This design comes from an exercise in tuning for small area on the open sky130 flow, not from production work. The RTL was checked by simulation tests, not by an equivalence proof against the original design. No activity file was given, so power comes from the tool's default toggle rates.

Design modbus_rtu_master, start of the top module:
module modbus_rtu_master (
	input         clk,
	input         reset,
	input         RX,
	input  [15:0] data_300_1,
	input  [15:0] data_301_1,
	input  [15:0] data_302_1,
	input  [15:0] data_303_1,
	input  [15:0] data_304_1,
	input  [15:0] data_305_1,
	input  [15:0] data_306_1,
	input  [15:0] data_307_1,
	input  [15:0] data_308_1,
	input  [15:0] data_309_1,
	input  [15:0] data_300_2,
	input  [15:0] data_301_2,
	input  [15:0] data_302_2,
	input  [15:0] data_303_2,
	input  [15:0] data_304_2,
	input  [15:0] data_305_2,
	input  [15:0] data_306_2,
	input  [15:0] data_307_2,
	input  [15:0] data_308_2,
	input  [15:0] data_309_2,
	output [15:0] data_340_1,
	output [15:0] data_341_1,
	output [15:0] data_342_1,
	output [15:0] data_343_1,
	output [15:0] data_344_1,
	output [15:0] data_345_1,
	output [15:0] data_346_1,
	output [15:0] data_347_1,
	output [15:0] data_348_1,
	output [15:0] data_349_1,
	output [15:0] data_340_2,
	output [15:0] data_341_2,
	output [15:0] data_342_2,
	output [15:0] data_343_2,
	output [15:0] data_344_2,
	output [15:0] data_345_2,
	output [15:0] data_346_2,
	output [15:0] data_347_2,
	output [15:0] data_348_2,
	output [15:0] data_349_2,
	output        TX,
	output        DE,
	output        connection,
	output [15:0] error_code,
	output [15:0] error_cnt
);
reg rx_meta, rx_syn;
always @(posedge clk) begin
	if (reset) begin
		rx_meta <= 1'b0;
		rx_syn  <= 1'b0;
	end
	else begin
		rx_meta <= RX;
		rx_syn  <= rx_meta;
	end
end
reg [4:0] f_pos, f_neg;
reg       rx_f;
always @(posedge clk) begin
	if (reset) begin
		f_pos <= 5'd0;
		f_neg <= 5'd0;
		rx_f  <= 1'b0;
	end
	else begin
		if (rx_syn) begin
			f_neg <= 5'd0;
			f_pos <= f_pos + 5'd1;
		end
		else begin
			f_neg <= f_neg + 5'd1;
			f_pos <= 5'd0;
		end
		if (f_pos > 5'd20) begin
			rx_f  <= 1'b1;
			f_pos <= 5'd20;
		end
		if (f_neg > 5'd20) begin
			rx_f  <= 1'b0;
			f_neg <= 5'd20;
		end
	end
end
reg        DE_r;
wire       urx_rst = reset | DE_r;
reg  [3:0] urx_st;
  ...
clock: 12.5 ns
lec_check: 0
cap_margin: 20
core_margin: 2
core_utilization: 50
slew_margin: 25
standard.sh (not shown) runs the stock make flow with config.mk's settings and CLKGATE_MAP_FILE= SYNTH_SCRIPT=/design/flow/synth_recipe.tcl, a recipe that flattens the netlist after the stock synthesis.
==> flow/flow/run.sh <==
#!/bin/bash
set -euo pipefail
export BUFFER_PORTS_ARGS="-buffer_cell sky130_fd_sc_hd__buf_1"
export CTS_ARGS="-sink_clustering_enable -repair_clock_nets -dont_use_dummy_load -buf_list {sky130_fd_sc_hd__clkbuf_8} -sink_clustering_size 15 -sink_clustering_max_diameter 60"
bash standard.sh finish > standard_sh.log 2>&1
Edit:
--- a/flow/design.v
+++ b/flow/design.v
@@ -186,27 +186,30 @@
 	if (urx_sample) rxb <= {rx_f, rxb[7:1]};
 end
 localparam [3:0] R_IDLE = 4'd0, ID_DEF = 4'd1, FUNC_DEF = 4'd2,
                  ERROR_0 = 4'd3, ERROR_1 = 4'd4, ERROR_2 = 4'd5, ACK = 4'd6,
                  READ_0 = 4'd7, READ_1 = 4'd8, READ_2 = 4'd9, READ_3 = 4'd10,
                  READ_4 = 4'd11, READ_5 = 4'd12;
 wire symb_clr   = rx_edge && rs >= FUNC_DEF && rs <= READ_4;
-wire main_fire  = tR && tC[16] && tC[13] && tC[12] && tC[11] && tC[7] && !tC[0];
-wire symb_fire  = !tR && tC[17] && tC[16] && tC[15] && tC[13] && tC[11] && tC[8] && tC[7] && !tC[0];
-wire delay_done = &tC[12:8] && tC[6];
+localparam [17:0] T_0 = 18'h00001, T_1 = 18'h00002,
+                  T_8000 = 18'h0F25F, T_80000 = 18'h3A6EB, T_240000 = 18'h03931;
+wire main_fire  = tR && tC == T_80000;
+wire symb_fire  = !tR && tC == T_240000;
+wire delay_done = tC == T_8000;
 wire t_keep = sm ? tR : ss ? !tR : 1'b1;
 wire t_clr  = sm ? 1'b0 : ss ? symb_clr : !(start_delay && !delay_done);
+wire [17:0] t_step = {tC[16:0], tC[17] ^ tC[10]};
 always @(posedge clk) begin
 	if (reset) begin
-		tC <= 18'd0;
+		tC <= T_0;
 		tR <= 1'b0;
 	end
 	else begin
 		tR <= sm;
-		tC <= t_clr ? 18'd0 : (t_keep ? tC : 18'd0) + 18'd1;
+		tC <= t_clr ? T_0 : t_keep ? t_step : T_1;
 	end
 end
 always @(posedge clk) begin
 	if (reset) begin
 		error_cnt_r  <= 16'h0000;
 		sm           <= 1'b0;
 		ss           <= 1'b0;
The changed run produced a clean layout.
Register-to-register slack loses 0.15 ns.
Worst hold slack improves by 0.0040 ns.
Setup slack improves by 0.017 ns.
Via count drops by 0.73%.
Wire length drops by 1.5%.
Cell count fell by 0.70%.
Cell area fell by 0.51%.
Core utilization barely changes.
Count of clock-buffer cells in the layout came out lower by 1.
Combinational power came out higher by about 6%.
Die area decreases by 0.55%.

## port drivers added, routing unchanged
How much do the figures lean on ideal ports? The routed layouts below were timed once more, with nothing changed but the port constraints.
Step 1 assumes that a clkbuf_16 drives the clock port and a buf_2 every other input.
Step 2 also shifts input and output timing later by t, the mid clock arrival at the registers, as if the neighbouring blocks saw the same clock.
Three values: no drivers, after step 1, after step 2; two values: the first two.
| run | t, ns | setup slack, ns | pins driven straight from the clock port |
|---|---|---|---|
| the first run | 0.710 | 8.154 / 8.189 / 7.479 | 1 |
| the second run | 0.705 | 8.171 / 8.205 / 7.501 | 1 |
After both steps setup and hold are still met in every run listed. The setup slack of the first run, which loses most, moves by +0.035 ns with the drivers and by -0.675 ns with both steps.
